Context: an optimization exercise on an open-source flow, tuned for small area. The choices shown serve that exercise and are no tape-out recipe. Only simulation tests tie the RTL to the original design; equivalence was not proved. Power is estimated from default activity; no workload was simulated.

==> design/flow/design.v <==
module oneshot_555 #(
  parameter int W = 19,
  parameter int TAP = 5,
  parameter logic [W-1:0] SNM1 = 0,
  parameter int ENDBIT = 0
) (
  input   logic   CLK,
  input   logic   FPGA_RESET,
  input   logic   DETECT,
  output  logic   OUT
);
  localparam logic [W-1:0] POL = {(W+1)/2{2'b10}};
  logic [W-1:0] q, v;
  logic run;
  assign v = q ^ POL;
  always_ff @(posedge CLK) begin
    q <= (run ? {v[W-2:0], ~(v[W-1] ^ v[TAP])} : '0) ^ POL;
    if (FPGA_RESET)
      run <= 1'b0;
    else if (run)
      run <= (v != SNM1);
    else
      run <= DETECT & ~v[ENDBIT];
  end
  assign OUT = run;
endmodule
module pong(
  input   logic   CLK_DRV,
  input   logic   FPGA_RESET,
  input   logic   COIN_SW,
  input   logic   SW1A, SW1B,
  input   logic   PAD1_OUT, PAD2_OUT,
  output  logic   PAD_TRG_N,
  output  logic   CSYNC, VIDEO, SCORE,
  output  logic   SOUND
);
  wire rst = FPGA_RESET;
  logic       c;                  
  logic [8:0] h_p;                
  logic       hrn_p;              
  logic [8:0] v_p;                
  logic       vrn_p;              
  logic       hbn_p;              
  logic       hbn_pp;             
  logic       hs_p;               
  logic       vbn_p;              
  logic [3:0] p1_p, p2_p;         
  logic       p1in_p, p2in_p;     
  logic       h3a_p;              
  logic [3:0] s1_p, s2_p;         
  logic       s1e_p, s2e_p;       
  logic       stop_g;             
  logic [3:0] f1_p;               
  logic       f1cq;               
  logic       h2a_p, h2b_p;       
  logic       h3b_p, h3bcq;       
  logic [3:0] g7_p, h7_p;         
  logic       g6b_p;
  logic [2:0] a5_p;               
  logic       a2a_p;              
  logic [3:0] b3_p, a3_p;         
  logic       f3a_p, c2a_p;       
  logic       q1c;                
  logic       b5b_p, b5bcq;       
  logic       coin_p, missn_p, attn_p, hit_p;
  logic hrn, hreset;
  logic [8:0] H;
  assign hrn    = c ? ~(h_p[1] & h_p[2] & h_p[6] & h_p[7] & h_p[8]) : hrn_p;
  assign hreset = ~hrn;
  assign H      = hreset ? 9'd0 : h_p + {8'd0, ~c};
  logic vrn, vreset;
  logic [8:0] V;
  assign vrn    = (hreset & hrn_p) ? ~(v_p[0] & v_p[2] & v_p[8]) : vrn_p;
  assign vreset = ~vrn;
  assign V      = vreset ? 9'd0 : v_p + {8'd0, hrn & ~hrn_p & vrn_p};
  logic g5b, hbdn, HBLANK_N, HBLANK, hs_q, HSYNC_N, hs_clr_n, VBLANK_N, VBLANK, VSYNC_N;
  assign g5b  = ~(H[4] & H[6]);
  assign hbdn = (g5b ^ hrn) ? (~g5b & hrn) : hbn_p;
  assign HBLANK_N = hbn_p;
  assign HBLANK   = ~hbn_p;
  assign hs_clr_n = ~(H[6] | HBLANK_N);
  assign hs_q = ~hs_clr_n ? 1'b0 : (H[4] & ~h_p[4]) ? ~(~h_p[6] & h_p[5]) : hs_p;
  assign HSYNC_N = ~hs_q;
  assign VBLANK_N = (vreset ^ V[4]) ? V[4] : vbn_p;
  assign VBLANK   = ~VBLANK_N;
  assign VSYNC_N  = ~(VBLANK & V[2] & ~V[3]);
  logic ATTRACT_N, ATTRACT, SERVE_N, SERVE, e5a, F4_OUT, SC;
  assign ATTRACT_N = ~(stop_g | q1c);
  assign ATTRACT   = ~ATTRACT_N;
  logic NET;
  assign NET = ~V[2] & ~VBLANK & H[8] & (H[7:0] == 8'd0);
  logic [3:0] p1, p2;
  logic a7b_q, a7a_q, pfall, PAD1, PAD2, h3a_q, g3c;
  assign a7b_q = ~&p1_p;
  assign a7a_q = ~&p2_p;
  assign pfall = HSYNC_N & hs_p;    
  assign p1 = PAD1_OUT ? 4'd0 : p1_p + {3'd0, a7b_q & pfall & ~p1in_p};
  assign p2 = PAD2_OUT ? 4'd0 : p2_p + {3'd0, a7a_q & pfall & ~p2in_p};
  assign h3a_q = ~ATTRACT_N ? 1'b1 : (H[2] & ~h_p[2] & attn_p) ? h_p[7] : h3a_p;
  assign g3c  = ~(H[7] & ~h3a_q);
  assign PAD1 = ~PAD1_OUT & a7b_q & ~H[8] & ~g3c;
  assign PAD2 = ~PAD2_OUT & a7a_q &  H[8] & ~g3c;
  logic [3:0] f1, g7, h7;
  logic g6b, e1d_q, e1c_p, h1a_p, h1d_p, f1fall;
  logic HIT_SOUND, RST_SPEED, MISS_N;
  logic g1c, g1c_p, h1c, h1b, h1c_p, h1b_p, e1c, h1a, h1d, move_p, h2b, h2a, MOVE;
  logic L, R, h3b, hit1_n, hit2_n, HIT, HIT_N, d1a;
  logic e1b, e1b_p, bfall, ld_p, g7rco, h7rco, HVID_N;
  assign MISS_N    = HVID_N | HBLANK_N;
  assign RST_SPEED = COIN_SW | ~MISS_N;
  assign HIT_SOUND = ~c2a_q;
  logic c2a_q;
  assign e1c_p = ~(f1_p[2] & f1_p[3]);
  assign e1d_q = ~(e1c_p & ~c2a_p);                
  assign f1fall = ~e1d_q & f1cq;
  assign f1 = RST_SPEED ? 4'd0 : f1_p + {3'd0, f1fall};
  assign e1c = ~(f1[2] & f1[3]);
  assign h1a = f1[2] | f1[3];
  assign h1d = ~(e1c & h1a);
  assign h1c = ~(vreset & h1d);
  assign h1b = ~(vreset & h1a);
  assign g1c = H[8] & ~vreset;
  assign h1a_p = f1_p[2] | f1_p[3];
  assign h1d_p = ~(e1c_p & h1a_p);
  assign h1c_p = ~(~vrn_p & h1d_p);
  assign h1b_p = ~(~vrn_p & h1a_p);
  assign g1c_p = h_p[8] & vrn_p;
  assign move_p = ~(h2b_p & h2a_p);
  assign h2b = ~h1c ? 1'b0 : (~g1c & h1c_p & g1c_p) ? (move_p ? ~h2b_p : 1'b1) : h2b_p;
  assign h2a = ~h1b ? 1'b0 : (~g1c & h1b_p & g1c_p) ? (h2b_p | h2a_p) : h2a_p;
  assign MOVE = ~(h2b & h2a);
  assign d1a = SC & ATTRACT;
  assign h3b = ~hit2_n ? 1'b1 : ~hit1_n ? 1'b0 : (d1a & ~h3bcq) ? ~h3b_p : h3b_p;
  assign L = h3b;
  assign R = ~h3b;
  assign e1b   = ~(ATTRACT_N & SERVE);
  assign e1b_p = ~(attn_p & ~b5b_p);
  assign bfall = c & e1b_p;
  assign ld_p  = &g7_p & hbn_pp & &h7_p & g6b_p;   
  always_comb begin
    g7 = g7_p; h7 = h7_p;
    if (bfall) begin
      if (ld_p) begin
        g7 = {1'b1, 1'b0, ~(~h3b_p & move_p), move_p};
        h7 = 4'b1000;
      end else begin
        g7 = g7_p + {3'd0, hbn_pp};
        h7 = h7_p + {3'd0, &g7_p & hbn_pp};
      end
    end
    if (~e1b) begin g7 = 4'd0; h7 = 4'd0; end
  end
  assign h7rco = &h7;
  assign g6b = ~e1b ? 1'b0 : (e1b_p & &h7_p & ~h7rco) ? ~g6b_p : g6b_p;
  assign g7rco = &g7 & HBLANK_N;
  assign HVID_N = ~(g7[2] & g7[3] & h7rco & g6b);
  logic [2:0] a5;
  logic a2a, VVID, VVID_N, vvid_p, bvfall, vld_p, a3rco, a3rco_p;
  logic [3:0] b3, a3, ld_v;
  logic [2:0] a6_p;
  logic a4c_p, a4b_p, b6a_p;
  assign a6_p = h_p[8] ? ~p2_p[3:1] : ~p1_p[3:1];
  assign a5 = ~ATTRACT_N ? 3'd0 : (HIT & attn_p & ~hit_p) ? a6_p : a5_p;
  assign vvid_p = b3_p[2] & b3_p[3] & a3rco_p;
  assign a3rco_p = &a3_p;
  assign a2a = HIT ? 1'b0 : (~VBLANK & ~hit_p & ~vbn_p & vvid_p) ? ~a2a_p : a2a_p;
  assign a4c_p = a5_p[0] ^ a2a_p;
  assign a4b_p = a5_p[1] ^ a2a_p;
  assign b6a_p = a5_p[2] ^ a2a_p;
  assign ld_v = {1'b0, b6a_p, a4b_p, a4c_p} + {1'b0, 1'b1, 1'b1, ~b6a_p};
  assign bvfall = ~hs_q & hs_p;
  assign vld_p = &b3_p & vbn_p & a3rco_p;
  always_comb begin
    b3 = b3_p; a3 = a3_p;
    if (bvfall) begin
      if (vld_p) begin
        b3 = ld_v; a3 = 4'd0;
      end else begin
        b3 = b3_p + {3'd0, vbn_p};
        a3 = a3_p + {3'd0, &b3_p & vbn_p};
      end
    end
  end
  assign a3rco  = &a3;
  assign VVID   = b3[2] & b3[3] & a3rco;
  assign VVID_N = ~VVID;
  logic g1b;
  assign g1b = ~HVID_N & VVID;
  assign hit1_n = ~(g1b & PAD1);
  assign hit2_n = ~(g1b & PAD2);
  assign HIT   = ~(hit1_n & hit2_n);
  assign HIT_N = ~HIT;
  logic f5b, f5a, f5b_p, f5a_p;
  logic [3:0] s1, s2;
  logic s1e, s2e;
  assign f5b = ~L & ~MISS_N & ATTRACT_N;
  assign f5a = ~R & ~MISS_N & ATTRACT_N;
  assign f5b_p = ~h3b_p & ~missn_p & attn_p & ~coin_p;
  assign f5a_p =  h3b_p & ~missn_p & attn_p & ~coin_p;
  function automatic logic [4:0] cnt7490(input logic [3:0] q_p, input logic e_p, input logic ck);
    logic a, b, cc, d, e;
    a = ck ? ~q_p[0] : q_p[0];
    if (q_p[0] & ~a) begin         
      b = ~q_p[3] ? ~q_p[1] : 1'b0;
      if (q_p[1] & q_p[2] & ~q_p[3]) d = 1'b1;
      else if (~(q_p[1] & q_p[2]) & q_p[3]) d = 1'b0;
      else d = q_p[3];
    end else begin
      b = q_p[1];
      d = q_p[3];
    end
    cc = (q_p[1] & ~b) ? ~q_p[2] : q_p[2];
    e  = (q_p[3] & ~d) ? ~e_p : e_p;
    cnt7490 = {e, d, cc, b, a};
  endfunction
  always_comb begin
    {s1e, s1} = cnt7490(s1_p, s1e_p, ~f5b & f5b_p);
    {s2e, s2} = cnt7490(s2_p, s2e_p, ~f5a & f5a_p);
    if (COIN_SW) begin
      {s1e, s1} = 5'd0;
      {s2e, s2} = 5'd0;
    end
  end
  logic sa, sb, sc_, sd;
  always_comb begin
    unique case ({H[6], H[5]})
      2'b00: {sd, sc_, sb, sa} = {~s1e, ~s1e, ~s1e, 1'b1};
      2'b01: {sd, sc_, sb, sa} = {s1[3], s1[2], s1[1], s1[0]};
      2'b10: {sd, sc_, sb, sa} = {~s2e, ~s2e, ~s2e, 1'b1};
      2'b11: {sd, sc_, sb, sa} = {s2[3], s2[2], s2[1], s2[0]};
    endcase
  end
  logic e3a, e3b, e3c, d2c, f2a;
  assign e3a = ~H[7];
  assign e3b = ~(H[8] | H[6] | e3a);
  assign e3c = H[8] & H[6] & e3a;
  assign d2c = ~(e3b | e3c);
  assign f2a = ~(~V[5] | V[6] | V[7] | d2c);
  logic sa_, sb_, sc2, sd_, se, sf, sg;
  always_comb begin
    if (!f2a)
      {sa_, sb_, sc2, sd_, se, sf, sg} = 7'b0000000;
    else
      unique case ({sd, sc_, sb, sa})
        4'b0000: {sa_, sb_, sc2, sd_, se, sf, sg} = 7'b1111110;
        4'b0001: {sa_, sb_, sc2, sd_, se, sf, sg} = 7'b0110000;
        4'b0010: {sa_, sb_, sc2, sd_, se, sf, sg} = 7'b1101101;
        4'b0011: {sa_, sb_, sc2, sd_, se, sf, sg} = 7'b1111001;
        4'b0100: {sa_, sb_, sc2, sd_, se, sf, sg} = 7'b0110011;
        4'b0101: {sa_, sb_, sc2, sd_, se, sf, sg} = 7'b1011011;
        4'b0110: {sa_, sb_, sc2, sd_, se, sf, sg} = 7'b0011111;
        4'b0111: {sa_, sb_, sc2, sd_, se, sf, sg} = 7'b1110000;
        4'b1000: {sa_, sb_, sc2, sd_, se, sf, sg} = 7'b1111111;
        4'b1001: {sa_, sb_, sc2, sd_, se, sf, sg} = 7'b1110011;
        4'b1010: {sa_, sb_, sc2, sd_, se, sf, sg} = 7'b0001101;
        4'b1011: {sa_, sb_, sc2, sd_, se, sf, sg} = 7'b0011001;
        4'b1100: {sa_, sb_, sc2, sd_, se, sf, sg} = 7'b0100011;
        4'b1101: {sa_, sb_, sc2, sd_, se, sf, sg} = 7'b1001011;
        4'b1110: {sa_, sb_, sc2, sd_, se, sf, sg} = 7'b0001111;
        4'b1111: {sa_, sb_, sc2, sd_, se, sf, sg} = 7'b0000000;
      endcase
  end
  logic fe, bc, ga, gd;
  assign fe = H[4] & ~H[2] & ~H[3];
  assign bc = H[4] & H[2] & H[3];
  assign ga = H[4] & ~V[2] & ~V[3];
  assign gd = H[4] & V[2] & V[3];
  assign SCORE = (fe & ~V[4] & sf) | (fe & V[4] & se) | (bc & ~V[4] & sb_) | (bc & V[4] & sc2)
               | (ga & ~V[4] & sa_) | (gd & ~V[4] & sg) | (gd & V[4] & sd_);
  logic b2a;
  assign b2a = (s1[0] & (SW1A ? s1[2] : 1'b1) & s1e) | (s2[0] & (SW1B ? s2[2] : 1'b1) & s2e);
  logic f3a;
  assign f3a = ~SERVE_N ? 1'b0 : (~VBLANK & b5b_p & ~vbn_p) ? vvid_p : f3a_p;
  assign c2a_q = HIT ? 1'b0 : (a3rco & ~(hit_p | a3rco_p)) ? 1'b1 : c2a_p;
  oneshot_555 #(.W(16), .TAP(6), .SNM1(16'd41679), .ENDBIT(0)) sound_os(
    .CLK(CLK_DRV), .FPGA_RESET, .DETECT(missn_p & ~MISS_N), .OUT(SC));
  assign SOUND = ~(ATTRACT_N & ~((~a3[1] | ~f3a) & ~(HIT_SOUND & a3[0]) & ~(V[5] & SC)));
  oneshot_555 #(.W(19), .TAP(5), .SNM1(19'd232822), .ENDBIT(2)) serve_os(
    .CLK(CLK_DRV), .FPGA_RESET, .DETECT(~coin_p & missn_p & ~(~COIN_SW & MISS_N)), .OUT(F4_OUT));
  assign e5a = ATTRACT_N & ~F4_OUT;
  assign SERVE_N = ~e5a ? 1'b0 : (PAD1 & ~b5bcq) ? 1'b1 : b5b_p;
  assign SERVE = ~SERVE_N;
  assign PAD_TRG_N = ~V[8];
  assign CSYNC = ~(HSYNC_N ^ VSYNC_N);
  assign VIDEO = (g1b | NET | PAD1 | PAD2) & HBLANK_N & VBLANK_N;
  always_ff @(posedge CLK_DRV) begin
    if (rst) begin
      c <= 1'b0; hrn_p <= 1'b0; vrn_p <= 1'b0; hs_p <= 1'b0;
      p1_p <= '0; p2_p <= '0;
      s1_p <= '0; s2_p <= '0; s1e_p <= 1'b0; s2e_p <= 1'b0;
      f1_p <= '0; h2a_p <= 1'b0; h3b_p <= 1'b0;
      g7_p <= '0; h7_p <= '0; g6b_p <= 1'b0;
      a2a_p <= 1'b0; b3_p <= '0; a3_p <= '0;
      c2a_p <= 1'b0; q1c <= 1'b1;
    end else begin
      c <= ~c; hrn_p <= hrn; vrn_p <= vrn; hs_p <= hs_q;
      p1_p <= p1; p2_p <= p2;
      s1_p <= s1; s2_p <= s2; s1e_p <= s1e; s2e_p <= s2e;
      f1_p <= f1; h2a_p <= h2a; h3b_p <= h3b;
      g7_p <= g7; h7_p <= h7; g6b_p <= g6b;
      a2a_p <= a2a; b3_p <= b3; a3_p <= a3;
      c2a_p <= c2a_q;
      if (stop_g) q1c <= 1'b1;
      else if (COIN_SW) q1c <= 1'b0;
    end
  end
  always_ff @(posedge CLK_DRV) begin
    h_p     <= H;
    v_p     <= V;
    hbn_p   <= hbdn;
    vbn_p   <= VBLANK_N;
    h3a_p   <= h3a_q;
    h2b_p   <= h2b;
    a5_p    <= a5;
    f3a_p   <= f3a;
    b5b_p   <= SERVE_N;
    hbn_pp  <= hbn_p;
    p1in_p  <= PAD1_OUT;
    p2in_p  <= PAD2_OUT;
    stop_g  <= b2a;
    f1cq    <= ~RST_SPEED & e1d_q;
    h3bcq   <= ~hit2_n | ~hit1_n | d1a;
    b5bcq   <= ~e5a | PAD1;
    coin_p  <= COIN_SW;
    missn_p <= MISS_N;
    attn_p  <= ATTRACT_N;
    hit_p   <= HIT;
  end
endmodule
==> design/flow/run.sh <==
#!/bin/bash
# synth_recipe.tcl (not shown) runs the flow's synth.tcl, then flattens the netlist and writes it again
# the make line also repeats each setting of config.mk as NAME=value (left out here)
make -C /OpenROAD-flow-scripts/flow DESIGN_CONFIG=/design/flow/config.mk WORK_HOME=/design/flow/orfs CLKGATE_MAP_FILE= SYNTH_SCRIPT=/design/flow/synth_recipe.tcl finish
==> design/flow/config.mk <==
export PLATFORM = sky130hd
export DESIGN_NAME = pong
export DESIGN_NICKNAME = pong
export VERILOG_FILES = /design/flow/design.v
export SDC_FILE = /design/flow/constraint.sdc
export NUM_CORES = 4
export LEC_CHECK = 0
export ABC_AREA = 1
export CAP_MARGIN = 20
export CORE_MARGIN = 2
export CORE_UTILIZATION = 40
export CTS_BUF_LIST = sky130_fd_sc_hd__clkbuf_4
export CTS_CLUSTER_DIAMETER = 100
export CTS_CLUSTER_SIZE = 30
export SLEW_MARGIN = 20
==> design/flow/constraint.sdc <==
create_clock -name core_clock -period 20.0 [get_ports {CLK_DRV}]
set_input_delay 4.0000 -clock core_clock [delete_from_list [all_inputs] [get_ports {CLK_DRV}]]
set_output_delay 4.0000 -clock core_clock [all_outputs]
set_load 0.01 [all_outputs]
==> results.toml, run 1 <==
[critical_path]
critical_path_buf_inv_count = 7
required_ns = 16.00
crit_path_frequent_cell = "nand2_1"
reg2reg_slack_ns = 15.63
cp-end-kind = "primary output"
cp.arrival_ns = 8.90
slowest_stage = "clkdlybuf4s50_1"
critPathLaunchType = "input pin"
crit_type = "input pin to primary output"
crit_family = "simple AND/OR/NAND/NOR gates"
cpPeakStageDelay_ns = 0.46
crit_fanout = 6

[layout]
seq_area_sq_mm = 0.002472
multi_input_area_sq_mm = 0.002709
drive_gt1_share_pct = 8.513
synthToLayoutAreaGrowth_pct = 12.12
fillers = 1390
fin_nets = 811
fin_util_pct = 45.78

[die]
die_w_microns = 123.0
die_h_microns = 123.0
core_area_sq_mm = 0.01388
start_util_pct = 40.83
die_area_sq_mm = 0.01514
io_pins = 12
rows = 43

[clock_tree]
ctsResizeCount = 0
clkLatencyLatePin_ns = 0.56
cts-hold-fix-buffers = 0
cts-root-buf = "clkbuf_4"
clkTransAtPathRegs_ns = 0.11
cts_buffers = 17
cts_buffer_depth = 2
numClockSinks = 123
post_cts_buffers = 0
cts_tree = "yes"
cts_max_level = 4

[power]
peakVddDrop_v = 0.00004841
leakagePower_nw = 2.733
finalPower_mw = 0.4908
power_density_mw_per_mm2 = 77.23

[sta]
maxSlewHeadroom_pct = 40.42
holdWs_ns = 0.3995
period_share_pct = 64.50
finalSetupViolations = 0
worst_pin_slew_ns = 0.8937
period_needed_ns = 12.90
final.setup.tns_ns = 0
rsz0062_at_grt = "false"
hold_violations = 0
slew_viol_final = 0
fmax_mhz = 77.51
skew_ns = 0.01639

[synthesis]
synth_ff_type = "dfxtp_1"
yosysMostFrequentCell = "nand2_1"
ys_seq_elements = 123
ys_types = 46
synthCells = 751
yosysSeqAreaShare_pct = 43.62
ys_async_sr_fraction_pct = 0
yosys.area.top_type_share_pct = 43.09
synthTopCellsByArea = "dfxtp_1 43%, nand2_1 9.5%, nor2_1 7.5%, inv_1 7.4%, ha_1 6.6%"
netlist_top_cells_count = "144 x nand2_1, 122 x dfxtp_1, 114 x nor2_1, 111 x inv_1, 38 x nand3_1"
syn_avg_cell_area_sq_um = 7.547
netlist_area_sq_mm = 0.005668
yosys_warnings = 3
synth_edf_count = 1
synth_nets = 788
synth_area_leader_cell = "dfxtp_1"

[routing]
routedWlPerCell_microns = 12.69
wl_microns = 12280
viasPerCell = 4.918
dr.pass1.iters = 5
drtIter0Drc = 252
ant_nets = 0
drc = 0
num_vias = 4761

[global_route]
grt_max_degree = 30
grt.total_usage_pct = 17.81
grt_pass1_vias = 4465
grt_overflow = 0
antenna_found_initial = 1
grt_pass1_wl_microns = 20720

[worst_hold_path]
hp-class = "flip-flop to flip-flop"

[outcome]
status = "timing/DRC/antenna clean"

[place]
dp_hpwl_microns = 9368
gp_congestion = 0.8739
io_buffers = 11

[run]
cap_viol_max_count = 0
where the power goes:
part	internal (mW)	switching (mW)	total, mW	leakage [nW]
registers	0.248	0.00272	0.251	0.998
logic	0.00534	0.0110	0.0163	1.54
clock network	0.125	0.0989	0.223	0.198
layer usage:
layer | part of all wire (%) | wire [microns] | up-vias | GRT usage (%)
li1 | - | - | 2467 | -
met1 | 48 | 5927 | 2164 | 22.90
met2 | 44 | 5371 | 102 | 27.52
met3 | 5.0 | 613 | 28 | 4.889
met4 | 3.0 | 368 | 0 | 8.807
met5 | 0 | 0 | - | 0
cell usage in the layout, fill, tap and decap left out, types with 5 or more instances in the layout:
| cell | instances |
|---|---|
| a21oi_1 | 26 |
| nand4_1 | 21 |
| or2_2 | 6 |
| bufinv_16 | 6 |
| nor3_1 | 16 |
| clkdlybuf4s50_1 | 11 |
| xnor2_1 | 8 |
| nor2_1 | 114 |
| clkinv_4 | 5 |
| inv_1 | 111 |
| dfxtp_1 | 122 |
| nor4_1 | 9 |
| nand2_1 | 144 |
| o21ai_0 | 24 |
| nand2_2 | 7 |
| clkbuf_4 | 17 |
| ha_1 | 30 |
| nand3_1 | 38 |
| xor2_1 | 11 |
path summary, 6_finish.rpt:
check / depth (start not counted) / endpoint / from
max: 35 / SCORE / PAD1_OUT
min: 1 / serve_os.q[17] / serve_os.q[16]
max reg2reg: 33 / stop_g / c
min reg2reg: 1 / serve_os.q[17] / serve_os.q[16]
stage by stage:
| stage | std cells | instance area, sq um | worst slack (ns) |
|---|---|---|---|
| 2_1_floorplan | 751 | 5668 | 8.600 |
| 3_3_place_gp | 935 | 5978 | 7.345 |
| 3_5_place_dp | 935 | 5978 | 7.135 |
| 4_1_cts | 967 | 6352 | 7.099 |
| 5_1_grt | 968 | 6355 | 6.525 |
| 6_report | 968 | 6355 | 7.099 |
layout make-up:
type,instances,share of cell area (%)
multi-input combinational,501,42.63
sequential,123,38.91
inverter,119,7.147
clock inverter,15,3.879
tap,180,3.544
clock buffer,17,2.008
timing repair buffer,12,1.851
antenna,1,0.03938
cells by family (layout without fill, tap and decap cells):
logic type | Yosys count | in the layout | share of synthesized area [%]
adder cells (fa/ha/maj) | 30 | 30 | 6.623
AND/OR/NAND/NOR | 374 | 374 | 30.13
multiplexers | 1 | 1 | 0.1766
AO/OA/AOI/OAI | 77 | 77 | 7.925
XOR/XNOR | 19 | 19 | 2.936
buffers and inverters | 127 | 163 | 8.587
other | 0 | 1 | 0
flip-flops | 123 | 123 | 43.62
registers in the layout (all words and copies together), names as in the netlist, 4 cells and up:
name / count
b3_p: 4
serve_os.q: 19
s2_p: 4
h7_p: 4
f1_p: 4
v_p: 9
h_p: 9
a3_p: 4
sound_os.q: 16
g7_p: 4
p1_p: 4
s1_p: 4
p2_p: 4
==> run 2: changes to the inputs <==
==> design/flow/flow/run.sh (new file) <==
#!/bin/bash
# Standard layout, with two changes: the clock tree is built without dummy
# loads (and with clkbuf_4 buffers), and the port buffers are the smallest buffer.
set -euo pipefail
export CTS_ARGS="-sink_clustering_enable -repair_clock_nets -buf_list sky130_fd_sc_hd__clkbuf_4 -sink_clustering_size 30 -sink_clustering_max_diameter 100 -dont_use_dummy_load"
export BUFFER_PORTS_ARGS="-buffer_cell sky130_fd_sc_hd__buf_1"
bash standard.sh > standard.log 2>&1
==> design/flow/standard.sh (new file) <==
#!/bin/bash
# synth_recipe.tcl (not shown) runs the flow's synth.tcl, then flattens the netlist and writes it again
# the make line also repeats each setting of config.mk as NAME=value (left out here)
make -C /OpenROAD-flow-scripts/flow DESIGN_CONFIG=/design/flow/config.mk WORK_HOME=/design/flow/orfs CLKGATE_MAP_FILE= SYNTH_SCRIPT=/design/flow/synth_recipe.tcl "${@:-finish}"
--- a/design/flow/config.mk
+++ b/design/flow/config.mk
@@ -11,5 +11,2 @@
 export CORE_UTILIZATION = 40
-export CTS_BUF_LIST = sky130_fd_sc_hd__clkbuf_4
-export CTS_CLUSTER_DIAMETER = 100
-export CTS_CLUSTER_SIZE = 30
 export SLEW_MARGIN = 20
removed: design/flow/run.sh
==> run 2 against run 1 <==
Critical path type unchanged. Clock skew is 0.0079 ns higher. Setup slack better by 0.74 ns. Critical path depth is the same. Routed wire length grew 1.7%. Total power shrank 22%.
==> results.toml, run 2 <==
[synthesis]
ys_types = 46
ys_seq_elements = 123
yosys.area.top_type_share_pct = 43.09
synthCells = 751
ys_async_sr_fraction_pct = 0
netlist_area_sq_mm = 0.005668
yosysMostFrequentCell = "nand2_1"
synth_area_leader_cell = "dfxtp_1"
synth_nets = 788
syn_avg_cell_area_sq_um = 7.547
synth_ff_type = "dfxtp_1"
netlist_top_cells_count = "144 x nand2_1, 122 x dfxtp_1, 114 x nor2_1, 111 x inv_1, 38 x nand3_1"
yosysSeqAreaShare_pct = 43.62
synthTopCellsByArea = "dfxtp_1 43%, nand2_1 9.5%, nor2_1 7.5%, inv_1 7.4%, ha_1 6.6%"
synth_edf_count = 1
yosys_warnings = 3

[critical_path]
crit_path_frequent_cell = "nand2_1"
crit_fanout = 6
cp.arrival_ns = 8.16
reg2reg_slack_ns = 15.67
critPathLaunchType = "input pin"
cp-end-kind = "primary output"
worstRegToRegCells = 34
crit_type = "input pin to primary output"
worstReg2RegEnd = "stop_g"
r2r_start = "c"
required_ns = 16.00
slowest_stage = "ha_1"
cpPeakStageDelay_ns = 0.28

[clock_tree]
clkLatencyLatePin_ns = 0.54
cts-hold-fix-buffers = 0
ctsResizeCount = 0
post_cts_buffers = 0
numClockSinks = 123
cts_tree = "yes"
cts_buffer_depth = 2
cts_max_level = 4
cts_buffers = 17
cts-root-buf = "clkbuf_4"
clkTransAtPathRegs_ns = 0.08

[layout]
final_cell_mix = "144 x nand2_1, 122 x dfxtp_1, 114 x nor2_1, 111 x inv_1, 38 x nand3_1"
fillers = 1455
synthToLayoutAreaGrowth_pct = 6.556
layout.cells.non_filler = 953
multi_input_area_sq_mm = 0.002709
largest_register = "serve_os.q"
seq_area_sq_mm = 0.002472
largest_register_ffs = 19
largestRegisters = "serve_os.q (19), sound_os.q (16)"
fin_area_sq_mm = 0.006040
drive_gt1_share_pct = 6.865
layout_commonest_cell = "nand2_1"
fin_nets = 811

[global_route]
grt_pass1_vias = 4577
grt_pass1_wl_microns = 21090
grt_overflow = 0
antenna_found_initial = 1
grt_max_degree = 30
grt.total_usage_pct = 17.99

[outcome]
status = "timing/DRC/antenna clean"

[sta]
rsz0062_at_grt = "false"
period_needed_ns = 12.16
holdWs_ns = 0.3947
period_share_pct = 60.81
worst_pin_slew_ns = 0.8450
skew_ns = 0.02425
maxSlewHeadroom_pct = 43.67
fmax_mhz = 82.23
hold_violations = 0
slew_viol_final = 0
final.setup.tns_ns = 0
finalSetupViolations = 0

[power]
peakVddDrop_v = 0.00002918
leakagePower_nw = 2.583
power_density_mw_per_mm2 = 63.48

[place]
io_buffers = 11
dp_hpwl_microns = 9558
gp_congestion = 0.8550
place_area_sq_mm = 0.005909
dp.cells = 935

[worst_hold_path]
hold_path_end = "serve_os.q[17]"
hp-class = "flip-flop to flip-flop"
hold_depth = 1
hp-start = "serve_os.q[16]"

[routing]
wl_met3_microns = 699
dr.pass1.iters = 5
wl_met1_microns = 5926
routed.top_layer = "met4"
num_vias = 4723
drtIter0Drc = 268
drc = 0
ant_nets = 0
routedWlPerCell_microns = 13.10
wl_microns = 12490
viasPerCell = 4.956
met2WireLength_microns = 5555

[die]
io_pins = 12
die_area_sq_mm = 0.01514
die_w_microns = 123.0
rows = 43
core_area_sq_mm = 0.01388
start_util_pct = 40.83
die_h_microns = 123.0

[run]
cap_viol_max_count = 0
-- run 2: cell count changes in the layout (fill, tap and decap cells not counted), sizes merged --
cell           before  now
bufinv              6    0
clkinv             10    2
buf                 1   12
clkdlybuf4s50      11    0
inv               118  117
-- run 2: per-stage QoR --
| stage | setup WS (ns) | util (%) | total power, mW |
|---|---|---|---|
| after detailed placement | 7.863 | 42.57 | 0.2721 |
| after global placement | 8.036 | 42.57 | 0.2714 |
| after CTS | 7.845 | 43.49 | 0.3881 |
| after floorplan | 8.600 | - | 0.2670 |
| final | 7.839 | 43.51 | 0.3834 |
| after global routing | 7.254 | 43.51 | 0.3988 |
-- run 2: worst max-delay path by stage --
| stage | from | endpoint | slack (ns) |
|---|---|---|---|
| 6_report | PAD1_OUT | SCORE | 7.84 |
| 4_1_cts | PAD1_OUT | SCORE | 7.84 |
| 3_5_place_dp | PAD1_OUT | SCORE | 7.86 |
| 5_1_grt | PAD1_OUT | SCORE | 7.25 |
| 2_1_floorplan | PAD1_OUT | SCORE | 8.60 |
| 3_3_place_gp | PAD1_OUT | SCORE | 8.04 |
-- run 2: worst max-delay path: cells and delay by family --
kind | cells | cell delay, ns
adders and majority gates | 2 | 0.51
buffers and inverters | 7 | 0.48
and+or+nand+nor | 19 | 2.12
AOI/OAI and AO/OA | 7 | 1.07
-- run 2: power by group --
part | internal [mW] | switching [mW]
Sequential | 0.248 | 0.00267
Combinational | 0.00465 | 0.0110
Clock | 0.0387 | 0.0783
-- run 2: cell families after synthesis --
family | count (synthesis) | share of synthesized area [%]
mux | 1 | 0.1766
flops | 123 | 43.62
xor+xnor | 19 | 2.936
fa+ha+maj | 30 | 6.623
simple gates | 374 | 30.13
compound gates | 77 | 7.925
buf+inv | 127 | 8.587
-- run 2: area by class of cell --
cell class	instances	share of cell area, %
multi-input combinational	501	44.85
clock buffer	17	2.113
inverter	119	7.520
sequential	123	40.94
antenna	1	0.04143
timing repair buffer	12	0.8080
tap	180	3.729
-- run 2: layer usage --
metal / GRT usage, % / up-vias
li1: - / 2450
met1: 23.12 / 2144
met2: 28.59 / 105
met3: 4.935 / 24
met4: 7.315 / 0
met5: 0 / -
==> run 3: changes to the inputs <==
==> design/flow/flow/run.sh (replaced) <==
#!/bin/bash
# Standard layout, with two changes: the clock tree is built without dummy
# loads (and with clkbuf_8 buffers), and the port buffers are the smallest buffer.
set -euo pipefail
export CTS_ARGS="-sink_clustering_enable -repair_clock_nets -buf_list sky130_fd_sc_hd__clkbuf_8 -sink_clustering_size 30 -sink_clustering_max_diameter 100 -dont_use_dummy_load"
export BUFFER_PORTS_ARGS="-buffer_cell sky130_fd_sc_hd__buf_1"
bash standard.sh > standard.log 2>&1
==> run 3 against run 2 <==
Core utilization rose by 0.75 points. Clock power rose by 34%. Critical path depth stayed put. Synthesized area unchanged. Sequential power about the same. Setup slack improved by 0.0053 ns. Clock skew down 0.0094 ns. Fmax barely moved. Critical endpoint unchanged.
==> results.toml, run 3 <==
[synthesis]
netlist_top_cells_count = "144 x nand2_1, 122 x dfxtp_1, 114 x nor2_1, 111 x inv_1, 38 x nand3_1"
synth_nets = 788
synthCells = 751
ys_async_sr_fraction_pct = 0
syn_avg_cell_area_sq_um = 7.547
synth_area_leader_cell = "dfxtp_1"
yosysMostFrequentCell = "nand2_1"
netlist_area_sq_mm = 0.005668
yosysSeqAreaShare_pct = 43.62
synth_edf_count = 1
synthTopCellsByArea = "dfxtp_1 43%, nand2_1 9.5%, nor2_1 7.5%, inv_1 7.4%, ha_1 6.6%"
yosys.area.top_type_share_pct = 43.09
ys_seq_elements = 123
ys_types = 46
yosys_warnings = 3
synth_ff_type = "dfxtp_1"

[global_route]
grt.total_usage_pct = 18.12
grt_overflow = 0
grt_max_degree = 30
grt_pass1_vias = 4592
grt_pass1_wl_microns = 21200
antenna_found_initial = 0

[layout]
final_cell_mix = "144 x nand2_1, 122 x dfxtp_1, 114 x nor2_1, 111 x inv_1, 38 x nand3_1"
largestRegisters = "serve_os.q (19), sound_os.q (16)"
largest_register_ffs = 19
fin_nets = 811
diodes = 0
fin_area_sq_mm = 0.006143
largest_register = "serve_os.q"
fillers = 1437
drive_gt1_share_pct = 6.865
synthToLayoutAreaGrowth_pct = 8.388
layout_commonest_cell = "nand2_1"

[sta]
hold_violations = 0
period_share_pct = 60.78
finalSetupViolations = 0
rsz0062_at_grt = "false"
maxSlewHeadroom_pct = 45.39
fmax_mhz = 82.26
period_needed_ns = 12.16
worst_pin_slew_ns = 0.8192
final.setup.tns_ns = 0
skew_ns = 0.01490
slew_viol_final = 0
holdWs_ns = 0.3905

[die]
die_h_microns = 123.0
die_area_sq_mm = 0.01514
start_util_pct = 40.83
die_w_microns = 123.0
io_pins = 12
core_area_sq_mm = 0.01388
rows = 43

[routing]
drtIter0Drc = 227
ant_nets = 0
drc = 0
viasPerCell = 4.872
wl_microns = 12490
dr.pass1.iters = 5
routedWlPerCell_microns = 13.12
num_vias = 4638

[critical_path]
critPathLaunchType = "input pin"
reg2reg_slack_ns = 15.66
slowest_stage = "ha_1"
crit_path_frequent_cell = "nand2_1"
worstReg2RegEnd = "stop_g"
crit_fanout = 6
cpPeakStageDelay_ns = 0.28
r2r_start = "c"
cp-end-kind = "primary output"
required_ns = 16.00
crit_type = "input pin to primary output"
worstRegToRegCells = 34
cp.arrival_ns = 8.16

[clock_tree]
clkTransAtPathRegs_ns = 0.05
cts_buffer_depth = 2
numClockSinks = 123
ctsResizeCount = 0
cts_tree = "yes"
cts_buffers = 17
post_cts_buffers = 0
clkLatencyLatePin_ns = 0.44
cts_max_level = 4
cts-hold-fix-buffers = 0
cts-root-buf = "clkbuf_8"

[power]
power_density_mw_per_mm2 = 69.02
leakagePower_nw = 2.627
peakVddDrop_v = 0.00003306

[outcome]
status = "timing/DRC/antenna clean"

[run]
cap_viol_max_count = 0

[place]
gp_congestion = 0.8550
io_buffers = 11
place_area_sq_mm = 0.005909
dp_hpwl_microns = 9558

[worst_hold_path]
hold_depth = 1
hp-start = "serve_os.q[16]"
hold_path_end = "serve_os.q[17]"
hp-class = "flip-flop to flip-flop"
==> run 3: cell families (layout without fill, tap and decap cells) <==
group / count (synthesis) / after routing / synth area share, %
compound gates: 77 / 77 / 7.925
simple gates: 374 / 374 / 30.13
mux: 1 / 1 / 0.1766
flops: 123 / 123 / 43.62
xor+xnor: 19 / 19 / 2.936
buf+inv: 127 / 148 / 8.587
fa+ha+maj: 30 / 30 / 6.623
==> run 3: cell type report <==
cell class              count  area [sq um]  share of cell area (%)
flip-flops and latches    123          2472                   40.24
repair buffers             12         48.80                  0.7943
inverters                 119         454.2                   7.393
multi-input cells         501          2709                   44.09
clock buffers              17         234.0                   3.809
well taps                 180         225.2                   3.666
==> run 3: worst max-delay path by stage <==
| stage | end | startpoint | slack (ns) |
|---|---|---|---|
| global route | SCORE | PAD1_OUT | 7.25 |
| CTS | SCORE | PAD1_OUT | 7.84 |
| detailed placement | SCORE | PAD1_OUT | 7.86 |
| finish | SCORE | PAD1_OUT | 7.84 |
| global placement | SCORE | PAD1_OUT | 8.04 |
| floorplan | SCORE | PAD1_OUT | 8.60 |
==> run 3: stage by stage <==
stage / utilization [%] / total power [mW] / instances / worst slack (ns)
after global placement: 42.57 / 0.2714 / 935 / 8.036
after detailed placement: 42.57 / 0.2721 / 935 / 7.863
after CTS: 44.26 / 0.4299 / 952 / 7.845
after global routing: 44.26 / 0.4405 / 952 / 7.254
final: 44.26 / 0.4240 / 952 / 7.844
after floorplan: - / 0.2670 / 751 / 8.600
==> run 3: layer usage <==
layer | vias to the layer above | wire length (microns) | track usage, %
met5 | - | 0 | 0
met4 | 0 | 244 | 7.528
met3 | 19 | 619 | 5.074
met2 | 93 | 5610 | 28.69
met1 | 2087 | 6016 | 23.24
li1 | 2439 | - | -
==> run 3: power breakdown <==
group | switching [mW] | internal [mW]
registers | 0.00265 | 0.248
logic | 0.0109 | 0.00465
clock network | 0.0829 | 0.0745
==> run 3: critical path: cells and delay by family <==
family / cells / cell delay (ns)
AO/OA/AOI/OAI: 7 / 1.06
adder cells (fa/ha/maj): 2 / 0.51
buffers and inverters: 7 / 0.48
AND/OR/NAND/NOR: 19 / 2.13
==> run 4: changes to the inputs <==
==> design/flow/flow/run.sh (replaced) <==
#!/bin/bash
# Standard layout with three changes: cells are sized down after placement
# where the slack allows (flow/downsize.tcl), the clock tree is built of
# clkbuf_4 without dummy loads, and the port buffers are buf_1.
set -euo pipefail
export POST_RESIZE_TCL="$PWD/flow/downsize.tcl"
export CTS_ARGS="-sink_clustering_enable -repair_clock_nets -buf_list sky130_fd_sc_hd__clkbuf_4 -sink_clustering_size 30 -sink_clustering_max_diameter 100 -dont_use_dummy_load"
export BUFFER_PORTS_ARGS="-buffer_cell sky130_fd_sc_hd__buf_1"
bash standard.sh > standard.log 2>&1
==> design/flow/flow/downsize.tcl (new file) <==
# Hook run after the placement resizer (POST_RESIZE_TCL): the clock period
# leaves a lot of setup slack, so size cells down where timing allows, then
# repair any slew or capacitance violation this causes.
log_cmd estimate_parasitics -placement
log_cmd repair_timing -setup -recover_power 100 -setup_margin 2
log_cmd estimate_parasitics -placement
log_cmd repair_design -cap_margin 20 -slew_margin 20
report_design_area
==> run 4 against run 3 <==
Die area unchanged. Global-route usage about the same. Critical path depth unchanged. Non-clock buffer count unchanged. First-iteration DRC count up 6.2%. Fmax down 1.4%. Critical endpoint unchanged. Highest routed layer unchanged.
==> results.toml, run 4 <==
[die]
rows = 43
io_pins = 12
die_w_microns = 123.0
die_h_microns = 123.0
die_area_sq_mm = 0.01514
core_area_sq_mm = 0.01388
start_util_pct = 40.83

[sta]
hold_violations = 0
worst_pin_slew_ns = 0.7944
skew_ns = 0.03313
rsz0062_at_grt = "false"
maxSlewHeadroom_pct = 47.04
fmax_mhz = 81.08
slew_viol_final = 0
finalSetupViolations = 0
period_needed_ns = 12.33
final.setup.tns_ns = 0
setup_ws_ns = 7.667
period_share_pct = 61.66

[routing]
drc = 0
drtIter0Drc = 241
wl_microns = 12630
routedWlPerCell_microns = 13.25
num_vias = 4692
dr.pass1.iters = 5
ant_nets = 0
viasPerCell = 4.923

[clock_tree]
numClockSinks = 123
ctsResizeCount = 0
clkTransAtPathRegs_ns = 0.10
cts_buffers = 17
clkLatencyLatePin_ns = 0.54
cts_tree = "yes"
cts-root-buf = "clkbuf_4"
cts_buffer_depth = 2
cts-hold-fix-buffers = 0
cts_max_level = 4
post_cts_buffers = 0

[critical_path]
slowest_stage = "nor2_1"
cp-endpoint = "SCORE"
cp.arrival_ns = 8.33
crit_path_frequent_cell = "nand2_1"
cpPeakStageDelay_ns = 0.30
cp-end-kind = "primary output"
reg2reg_slack_ns = 15.24
r2r_start = "c"
crit_fanout = 6
crit_type = "input pin to primary output"
critical_path_buf_inv_count = 7
critPathLaunchType = "input pin"
worstRegToRegCells = 35
cp-startpoint = "PAD1_OUT"
worstReg2RegEnd = "stop_g"
path_depth = 35
crit_family = "simple AND/OR/NAND/NOR gates"
required_ns = 16.00

[layout]
layout.cells.non_filler = 953
fin_nets = 811
largest_register_ffs = 19
largest_register = "serve_os.q"
synthToLayoutAreaGrowth_pct = 5.762
final_cell_mix = "147 x nand2_1, 122 x dfxtp_1, 117 x nor2_1, 111 x inv_1, 39 x nand3_1"
layout_commonest_cell = "nand2_1"
drive_gt1_share_pct = 5.829
largestRegisters = "serve_os.q (19), sound_os.q (16)"

[place]
gp_congestion = 0.8550
io_buffers = 11
dpl_worst_slack_ns = 7.719
dp.cells = 935
dp_hpwl_microns = 9624

[synthesis]
synth_edf_count = 1
yosys.area.top_type_share_pct = 43.09
yosysSeqAreaShare_pct = 43.62
synth_ff_type = "dfxtp_1"
netlist_area_sq_mm = 0.005668
synthCells = 751
yosys_warnings = 3
netlist_top_cells_count = "144 x nand2_1, 122 x dfxtp_1, 114 x nor2_1, 111 x inv_1, 38 x nand3_1"
ys_seq_elements = 123
syn_avg_cell_area_sq_um = 7.547
ys_types = 46
ys_async_sr_fraction_pct = 0
synth_area_leader_cell = "dfxtp_1"
synthTopCellsByArea = "dfxtp_1 43%, nand2_1 9.5%, nor2_1 7.5%, inv_1 7.4%, ha_1 6.6%"
yosysMostFrequentCell = "nand2_1"
synth_nets = 788

[global_route]
grt.total_usage_pct = 18.09
grt_pass1_wl_microns = 21160
grt_max_degree = 30
grt_overflow = 0
grt_pass1_vias = 4596
antenna_found_initial = 1

[power]
power_density_mw_per_mm2 = 63.72
leakagePower_nw = 2.575
peakVddDrop_v = 0.00003516

[run]
cap_viol_max_count = 0

[outcome]
status = "timing/DRC/antenna clean"

[worst_hold_path]
hp-class = "flip-flop to flip-flop"
## run 4: cell count changes in the layout (fill, tap and decap cells not counted), sizes merged
cell,delta
clkinvlp,+1
buf,-2
diode,+1
clkbuf,+2
inv,-1
## run 4: layer usage
layer	track usage [%]	vias up	wire length (microns)
met5	0	-	0
met4	7.457	0	243
met3	5.258	18	624
met2	28.94	94	5682
met1	22.86	2137	6076
li1	-	2443	-
## run 4: where the power goes
group | internal (mW) | leakage, nW | switching (mW)
registers | 0.248 | 0.998 | 0.00271
logic | 0.00434 | 1.50 | 0.0106
clock network | 0.0387 | 0.0782 | 0.0775
total | 0.291 | 2.58 | 0.0908
## run 4: final cells by class
cell class / instances / area, sq um
fill: 1441 / 7886
multi-input combinational: 501 / 2668
sequential: 123 / 2472
inverter: 119 / 452.9
tap: 180 / 225.2
clock buffer: 17 / 127.6
timing repair buffer: 12 / 46.29
antenna: 1 / 2.502
## run 4: cell families (layout without fill, tap and decap cells)
family	after synthesis	in the layout	share of synthesized area, %
other	0	1	0
XOR/XNOR	19	19	2.936
AND/OR/NAND/NOR	374	374	30.13
AO/OA/AOI/OAI	77	77	7.925
multiplexers	1	1	0.1766
flip-flops	123	123	43.62
adder cells (fa/ha/maj)	30	30	6.623
buffers and inverters	127	148	8.587
## run 4: how the worst min path moves through the flow
| stage | start | end | slack (ns) | depth (start not counted) |
|---|---|---|---|---|
| 3_3_place_gp | sound_os.q[4] | sound_os.q[5] | 0.37 | 1 |
| 5_1_grt | serve_os.q[0] | serve_os.q[1] | 0.38 | 1 |
| 3_5_place_dp | sound_os.q[8] | sound_os.q[9] | 0.38 | 1 |
| 4_1_cts | serve_os.q[16] | serve_os.q[17] | 0.37 | 1 |
| 6_report | serve_os.q[16] | serve_os.q[17] | 0.37 | 1 |
| 2_1_floorplan | sound_os.q[4] | sound_os.q[5] | 0.36 | 1 |
## run 4: stage by stage
step | total power, mW | hold slack, ns | cell area, sq um | util (%)
2_1_floorplan | 0.2670 | 0.3611 | 5668 | -
3_3_place_gp | 0.2714 | 0.3733 | 5909 | 42.57
3_5_place_dp | 0.2713 | 0.3775 | 5864 | 42.25
4_1_cts | 0.3879 | 0.3670 | 5992 | 43.17
5_1_grt | 0.3998 | 0.3804 | 5995 | 43.19
6_report | 0.3820 | 0.3722 | 5995 | 43.19
==> run 5: changes to the inputs <==
--- a/design/flow/flow/run.sh
+++ b/design/flow/flow/run.sh
@@ -1,4 +1,4 @@
 #!/bin/bash
-# Standard layout with three changes: cells are sized down after placement
-# where the slack allows (flow/downsize.tcl), the clock tree is built of
+# Standard layout with three changes: combinational cells are sized down to
+# their smallest drive after placement (flow/downsize.tcl), the clock tree is built of
 # clkbuf_4 without dummy loads, and the port buffers are buf_1.
==> design/flow/flow/downsize.tcl (replaced) <==
# Hook run after the placement resizer (POST_RESIZE_TCL). The clock period
# leaves a lot of setup slack, so every combinational cell that synthesis
# mapped at a drive strength above the smallest is swapped for the smallest
# cell of the same function, then slew and capacitance are repaired again
# and timing is recovered where needed.
set n 0
foreach inst [get_cells *] {
  set master [get_property $inst ref_name]
  if { ![regexp {^(sky130_fd_sc_hd__[a-z0-9]+)_([0-9]+)$} $master -> base drive] } { continue }
  if { [regexp {df|dl|clk|tap|fill|decap|conb|diode} $base] } { continue }
  if { $drive <= 1 } { continue }
  foreach d {0 1} {
    if { $d >= $drive } { break }
    set cand [get_lib_cells -quiet */${base}_$d]
    if { [llength $cand] == 0 } { continue }
    if { [lsearch -exact $::env(DONT_USE_CELLS) ${base}_$d] >= 0 } { continue }
    replace_cell $inst [lindex $cand 0]
    incr n
    break
  }
}
puts "downsize: replaced $n cells"
log_cmd estimate_parasitics -placement
log_cmd repair_design -cap_margin 20 -slew_margin 20
log_cmd repair_timing -setup -setup_margin 0
report_design_area
==> run 5 against run 4 <==
Still clean. Setup slack gained 0.026 ns. Sequential share of layout area rose by 0.66 points. Sequential cell count is the same. Highest routed layer unchanged.
==> results.toml, run 5 <==
[die]
core_area_sq_mm = 0.01388
start_util_pct = 40.83
die_area_sq_mm = 0.01514
rows = 43
die_h_microns = 123.0
die_w_microns = 123.0
io_pins = 12

[synthesis]
synth_edf_count = 1
syn_avg_cell_area_sq_um = 7.547
synth_area_leader_cell = "dfxtp_1"
netlist_area_sq_mm = 0.005668
ys_async_sr_fraction_pct = 0
yosysSeqAreaShare_pct = 43.62
synth_ff_type = "dfxtp_1"
yosys_warnings = 3
synthTopCellsByArea = "dfxtp_1 43%, nand2_1 9.5%, nor2_1 7.5%, inv_1 7.4%, ha_1 6.6%"
yosys.area.top_type_share_pct = 43.09
synth_nets = 788
synthCells = 751
ys_types = 46
ys_seq_elements = 123
yosysMostFrequentCell = "nand2_1"
netlist_top_cells_count = "144 x nand2_1, 122 x dfxtp_1, 114 x nor2_1, 111 x inv_1, 38 x nand3_1"

[routing]
viasPerCell = 4.954
ant_nets = 0
wl_microns = 12550
num_vias = 4721
drtIter0Drc = 252
routedWlPerCell_microns = 13.17
drc = 0
dr.pass1.iters = 5

[critical_path]
crit_path_frequent_cell = "nand2_1"
crit_fanout = 6
slowest_stage = "o21ai_0"
cp-end-kind = "primary output"
r2r_start = "c"
cp-startpoint = "PAD1_OUT"
crit_type = "input pin to primary output"
required_ns = 16.00
cp.arrival_ns = 8.31
cpPeakStageDelay_ns = 0.31
critPathLaunchType = "input pin"

[layout]
largest_register_ffs = 19
drive_gt1_share_pct = 2.332
fin_nets = 811
layout_commonest_cell = "nand2_1"
largest_register = "serve_os.q"
largestRegisters = "serve_os.q (19), sound_os.q (16)"
final_cell_mix = "153 x nand2_1, 122 x nor2_1, 122 x dfxtp_1, 117 x inv_1, 41 x nand3_1"
synthToLayoutAreaGrowth_pct = 4.084

[place]
gp_congestion = 0.8550
dp_hpwl_microns = 9559
io_buffers = 11

[clock_tree]
cts_buffer_depth = 2
ctsResizeCount = 0
cts-hold-fix-buffers = 0
cts_tree = "yes"
cts-root-buf = "clkbuf_4"
numClockSinks = 123
post_cts_buffers = 0
cts_max_level = 4
clkLatencyLatePin_ns = 0.54
cts_buffers = 17
clkTransAtPathRegs_ns = 0.09

[sta]
period_needed_ns = 12.31
finalSetupViolations = 0
worst_pin_slew_ns = 0.9375
slew_viol_final = 0
hold_violations = 0
period_share_pct = 61.54
maxSlewHeadroom_pct = 36.84
skew_ns = 0.02475
fmax_mhz = 81.25
rsz0062_at_grt = "false"
final.setup.tns_ns = 0

[global_route]
grt_overflow = 0
grt_max_degree = 30
grt.total_usage_pct = 17.94
antenna_found_initial = 1
grt_pass1_wl_microns = 21030
grt_pass1_vias = 4502

[power]
internal-power_mw = 0.2909
seqPwrFrac_pct = 65.5
power_switching_mw = 0.09151
power_frac_clock_pct = 30.7
leakagePower_nw = 2.563
p_comb_share_pct = 3.8
peakVddDrop_v = 0.00002715
swShare_pct = 23.93
finalPower_mw = 0.3824
power_density_mw_per_mm2 = 64.83

[run]
cap_viol_max_count = 0

[worst_hold_path]
hp-class = "flip-flop to flip-flop"
hp-start = "serve_os.q[8]"

[outcome]
status = "timing/DRC/antenna clean"
## run 5: cell counts after synthesis
Identical to the previous run, type by type.
## run 5: cells by family (layout without fill, tap and decap cells)
logic type | after synthesis | count (layout) | share of synthesized area, %
adder cells (fa/ha/maj) | 30 | 30 | 6.623
AO/OA/AOI/OAI | 77 | 77 | 7.925
other | 0 | 1 | 0
flip-flops | 123 | 123 | 43.62
XOR/XNOR | 19 | 19 | 2.936
multiplexers | 1 | 1 | 0.1766
buffers and inverters | 127 | 148 | 8.587
AND/OR/NAND/NOR | 374 | 374 | 30.13
## run 5: critical path: cells and delay by family
kind            cells  cell delay (ns)
buf+inv             7             0.49
fa+ha+maj           2             0.51
simple gates       19             2.13
compound gates      7             1.18
## run 5: worst paths after layout
path | cells past startpoint | end | slack [ns]
min | 1 | serve_os.q[9] | 0.39
min reg2reg | 1 | serve_os.q[9] | 0.39
max | 35 | SCORE | 7.69
max reg2reg | 35 | stop_g | 14.78
## run 5: per-stage QoR
stage	setup slack, ns	util (%)	area [sq um]	hold WS, ns	std cells
2_1_floorplan	8.600	-	5668	0.3611	751
3_3_place_gp	8.036	42.57	5909	0.3733	935
3_5_place_dp	7.838	41.56	5769	0.3775	935
4_1_cts	7.791	42.48	5897	0.3925	952
5_1_grt	7.216	42.50	5899	0.4081	953
6_report	7.693	42.50	5899	0.3931	953
## run 5: layer usage
| metal | global-route usage (%) | share of wire, % |
|---|---|---|
| met1 | 23.33 | 49 |
| met2 | 28.83 | 45 |
| met3 | 4.982 | 4.2 |
| met4 | 5.895 | 1.7 |
| met5 | 0 | 0 |
## run 5: final cells by class
cell class	instances	area, sq um
Tap cell	180	225.2
Antenna cell	1	2.502
Clock buffer	17	127.6
Multi-Input combinational cell	501	2579
Inverter	119	446.7
Fill cell	1447	7981
Timing Repair Buffer	12	46.29
Sequential cell	123	2472
## run 5: power groups by stage
stage	logic [mW]	registers (mW)	clock network [mW]
2_1_floorplan	0.0116	0.255	0
3_3_place_gp	0.0150	0.256	0
3_5_place_dp	0.0145	0.256	0
4_1_cts	0.0145	0.251	0.122
5_1_grt	0.0166	0.251	0.131
6_report	0.0145	0.251	0.117
==> run 6: changes to the inputs <==
==> design/flow/flow/run.sh (replaced) <==
#!/bin/bash
# Standard layout with four changes: the combinational logic is re-mapped for
# area before global placement (flow/restructure.tcl), combinational cells
# are sized down to their smallest drive after placement (flow/downsize.tcl),
# the clock tree is built of clkbuf_4 without dummy loads, and the port
# buffers are buf_1.
set -euo pipefail
export PRE_GLOBAL_PLACE_TCL="$PWD/flow/restructure.tcl"
export POST_RESIZE_TCL="$PWD/flow/downsize.tcl"
export CTS_ARGS="-sink_clustering_enable -repair_clock_nets -buf_list sky130_fd_sc_hd__clkbuf_4 -sink_clustering_size 30 -sink_clustering_max_diameter 100 -dont_use_dummy_load"
export BUFFER_PORTS_ARGS="-buffer_cell sky130_fd_sc_hd__buf_1"
bash standard.sh > standard.log 2>&1
==> design/flow/flow/restructure.tcl (new file) <==
# Hook run at the start of global placement, before the ports are buffered
# (PRE_GLOBAL_PLACE_TCL): re-map the combinational logic between the
# registers and ports for area with OpenROAD's restructure (ABC). Registers
# are not touched.
set_dont_use $::env(DONT_USE_CELLS)
set rmp_dir $::env(RESULTS_DIR)/rmp
file mkdir $rmp_dir
set tielo [join $::env(TIELO_CELL_AND_PORT) /]
set tiehi [join $::env(TIEHI_CELL_AND_PORT) /]
report_design_area
log_cmd restructure -target area -liberty_file [lindex $::env(LIB_FILES) 0] \
  -tielo_port $tielo -tiehi_port $tiehi -work_dir $rmp_dir -abc_logfile $rmp_dir/abc.log
report_design_area
==> run 6 against run 5 <==
The flow now stops in 3_3_place_gp. Synthesized area unchanged. Synthesized cell count stayed put.
==> results.toml, run 6 <==
[outcome]
stop_error = "Error: global_place.tcl, 5 can't read \"::env(TIELO_CELL_AND_PORT)\": no such variable"
status = "aborted with a tool error"
haltStage = "3_3_place_gp"

[synthesis]
yosysSeqAreaShare_pct = 43.62
synth_nets = 788
ys_types = 46
netlist_area_sq_mm = 0.005668
yosys_warnings = 3
synth_area_leader_cell = "dfxtp_1"
yosys.area.top_type_share_pct = 43.09
syn_avg_cell_area_sq_um = 7.547
synthCells = 751
synth_ff_type = "dfxtp_1"
netlist_top_cells_count = "144 x nand2_1, 122 x dfxtp_1, 114 x nor2_1, 111 x inv_1, 38 x nand3_1"
synth_edf_count = 1
synthTopCellsByArea = "dfxtp_1 43%, nand2_1 9.5%, nor2_1 7.5%, inv_1 7.4%, ha_1 6.6%"
ys_seq_elements = 123
yosysMostFrequentCell = "nand2_1"
ys_async_sr_fraction_pct = 0

[die]
start_util_pct = 40.83
io_pins = 12
die_w_microns = 123.0
die_h_microns = 123.0
rows = 43

[place]
io_buffers = 0
==> run 6: cells by family after synthesis <==
logic type      Yosys count  synth area share, %
xor+xnor                 19                2.936
compound gates           77                7.925
simple gates            374                30.13
mux                       1               0.1766
fa+ha+maj                30                6.623
buf+inv                 127                8.587
flops                   123                43.62
==> run 7: changes to the inputs <==
--- a/design/flow/flow/restructure.tcl
+++ b/design/flow/flow/restructure.tcl
@@ -7,4 +7,4 @@
 file mkdir $rmp_dir
-set tielo [join $::env(TIELO_CELL_AND_PORT) /]
-set tiehi [join $::env(TIEHI_CELL_AND_PORT) /]
+set tielo sky130_fd_sc_hd__conb_1/LO
+set tiehi sky130_fd_sc_hd__conb_1/HI
 report_design_area
==> run 7 against run 6 <==
The run now finishes clean. Synthesized area stayed put. Synthesized cell count stayed put.
==> results.toml, run 7 <==
[die]
start_util_pct = 40.83
rows = 43
die_area_sq_mm = 0.01514
die_w_microns = 123.0
io_pins = 12
core_area_sq_mm = 0.01388
die_h_microns = 123.0

[outcome]
status = "timing/DRC/antenna clean"

[layout]
largest_register = "serve_os.q"
largestRegisters = "serve_os.q (19), sound_os.q (16)"
largest_register_ffs = 19
fillers = 1465
final_cell_mix = "122 x dfxtp_1, 111 x nor2_1, 71 x clkinv_1, 54 x nand2_1, 34 x o21ai_0"
drive_gt1_share_pct = 3.110
fin_nets = 620
fin_area_sq_mm = 0.005243
fin_util_pct = 37.77
layout_commonest_cell = "dfxtp_1"
synthToLayoutAreaGrowth_pct = -7.505

[clock_tree]
cts_tree = "yes"
cts-root-buf = "clkbuf_4"
clkTransAtPathRegs_ns = 0.09
cts-hold-fix-buffers = 0
numClockSinks = 123
clkLatencyLatePin_ns = 0.53
cts_max_level = 4
cts_buffer_depth = 2
ctsResizeCount = 0
post_cts_buffers = 0
cts_buffers = 17

[sta]
period_share_pct = 70.67
final.setup.tns_ns = 0
rsz0062_at_grt = "false"
holdWs_ns = 0.3815
maxSlewHeadroom_pct = 52.95
skew_ns = 0.04082
slew_viol_final = 0
worst_pin_slew_ns = 0.7015
hold_violations = 0
period_needed_ns = 14.13
fmax_mhz = 70.75
setup_ws_ns = 5.867
finalSetupViolations = 0

[global_route]
grt_max_degree = 24
antenna_found_initial = 1
grt.total_usage_pct = 15.61
grt_overflow = 0
grt_pass1_wl_microns = 18280
grt_pass1_vias = 3871

[routing]
drtIter0Drc = 218
routedWlPerCell_microns = 13.54
drc = 0
ant_nets = 0
num_vias = 4097
dr.pass1.iters = 5
viasPerCell = 5.147
wl_microns = 10780

[synthesis]
ys_seq_elements = 123
netlist_top_cells_count = "144 x nand2_1, 122 x dfxtp_1, 114 x nor2_1, 111 x inv_1, 38 x nand3_1"
synthTopCellsByArea = "dfxtp_1 43%, nand2_1 9.5%, nor2_1 7.5%, inv_1 7.4%, ha_1 6.6%"
yosys.area.top_type_share_pct = 43.09
synth_area_leader_cell = "dfxtp_1"
netlist_area_sq_mm = 0.005668
synth_edf_count = 1
ys_types = 46
yosysSeqAreaShare_pct = 43.62
synthCells = 751
syn_avg_cell_area_sq_um = 7.547
synth_nets = 788
yosys_warnings = 3
yosysMostFrequentCell = "nand2_1"
ys_async_sr_fraction_pct = 0
synth_ff_type = "dfxtp_1"

[critical_path]
required_ns = 16.00
crit_fanout = 5
critPathLaunchType = "input pin"
cp-end-kind = "primary output"
crit_type = "input pin to primary output"
cp.arrival_ns = 10.13

[place]
dp_hpwl_microns = 8093
dpl_worst_slack_ns = 5.995
place_area_sq_mm = 0.005102
io_buffers = 11
gp_congestion = 0.8582

[power]
leakagePower_nw = 1.653
power_density_mw_per_mm2 = 71.46
peakVddDrop_v = 0.00003446

[run]
cap_viol_max_count = 0

[worst_hold_path]
hp-class = "flip-flop to flip-flop"
[run 7: cell counts after synthesis]
No cell type changed its count.
[run 7: cell families (layout without fill, tap and decap cells)]
family | count (synthesis) | count (layout) | synth area share, %
compound gates | 77 | 139 | 7.925
other cells | 0 | 5 | 0
simple gates | 374 | 245 | 30.13
xor+xnor | 19 | 1 | 2.936
buf+inv | 127 | 103 | 8.587
fa+ha+maj | 30 | 0 | 6.623
flops | 123 | 123 | 43.62
mux | 1 | 0 | 0.1766
[run 7: power by group]
part | leakage [nW] | internal, mW | switching, mW | total [mW]
clock network | 0.0782 | 0.0387 | 0.0741 | 0.113
registers | 0.998 | 0.248 | 0.00219 | 0.250
logic | 0.577 | 0.00376 | 0.00817 | 0.0119
total | 1.65 | 0.290 | 0.0845 | 0.375
[run 7: layout make-up]
| type | count | area (sq um) | area share [%] |
|---|---|---|---|
| Sequential cell | 123 | 2472 | 47.16 |
| Multi-Input combinational cell | 385 | 2057 | 39.24 |
| Inverter | 71 | 266.5 | 5.084 |
| Tap cell | 180 | 225.2 | 4.296 |
| Clock buffer | 17 | 127.6 | 2.434 |
| Timing Repair Buffer | 15 | 81.33 | 1.551 |
| Antenna cell | 5 | 12.51 | 0.2387 |
[run 7: final timing paths]
kind	slack, ns	to	cells past startpoint	from
max reg2reg	13.23	stop_g	29	c
min	0.38	serve_os.q[15]	1	serve_os.q[14]
min reg2reg	0.38	serve_os.q[15]	1	serve_os.q[14]
max	5.87	SCORE	28	PAD1_OUT
[run 7: metrics by stage]
| step | total power, mW | std cells |
|---|---|---|
| floorplan | 0.2670 | 751 |
| global placement | 0.2668 | 773 |
| detailed placement | 0.2674 | 774 |
| CTS | 0.3798 | 791 |
| global route | 0.3913 | 796 |
| finish | 0.3746 | 796 |
[run 7: worst max-delay path: stages]
cell	delay [ns]
buf_1	0.10
or3_1	0.39
nor3_1	0.17
nor2_1	0.06
nor3_1	0.34
o221ai_1	0.19
or3_1	0.36
or3_1	0.31
nor3_1	0.38
nand2_1	0.09
a22oi_1	0.26
o2111ai_1	0.20
nor2b_1	0.26
clkinv_1	0.12
nor2b_1	0.21
nand2_1	0.14
a311o_1	0.34
o21ai_0	0.29
o221ai_1	0.21
o21ai_0	0.16
clkinv_1	0.21
nor2_1	0.19
clkinv_1	0.10
a2111oi_0	0.41
o211ai_1	0.15
o311a_1	0.14
a31oi_1	0.17
buf_1	0.18
[run 7: metal layers]
metal	part of all wire (%)	GRT usage [%]	vias to the layer above
met3	4.6	4.751	19
li1	-	-	2117
met5	0	0	-
met1	48	20.11	1865
met4	2.2	6.605	0
met2	45	24.27	96

-- what the ideal ports hide --
How much do the figures lean on ideal ports? The routed layouts below were timed once more, with nothing changed but the port constraints.
Step 1 assumes that a clkbuf_16 drives the clock port and a buf_2 every other input.
Step 2 adds t to the input delays and takes it off the output delays; t is the mean of the earliest and latest rising clock arrival at the registers after step 1. Input paths then give back, and output paths get back, about the clock's delay inside the block.
Three values: ideal ports, drivers, drivers and shift; two values: the first two.
| run | t, ns | setup WS [ns] | clock arrival spread, ns |
|---|---|---|---|
| run 1 | 0.583 | 7.099 / 7.078 / 7.078 | 0.017 / 0.017 |
| run 2 | 0.564 | 7.839 / 7.818 / 7.818 | 0.024 / 0.024 |
| run 3 | 0.471 | 7.844 / 7.824 / 7.824 | 0.015 / 0.016 |
| run 4 | 0.550 | 7.667 / 7.647 / 7.647 | 0.034 / 0.035 |
| run 5 | 0.562 | 7.693 / 7.673 / 7.673 | 0.025 / 0.025 |
| run 7 | 0.551 | 5.867 / 5.847 / 5.847 | 0.041 / 0.041 |
After both steps setup and hold are still met in every run listed.
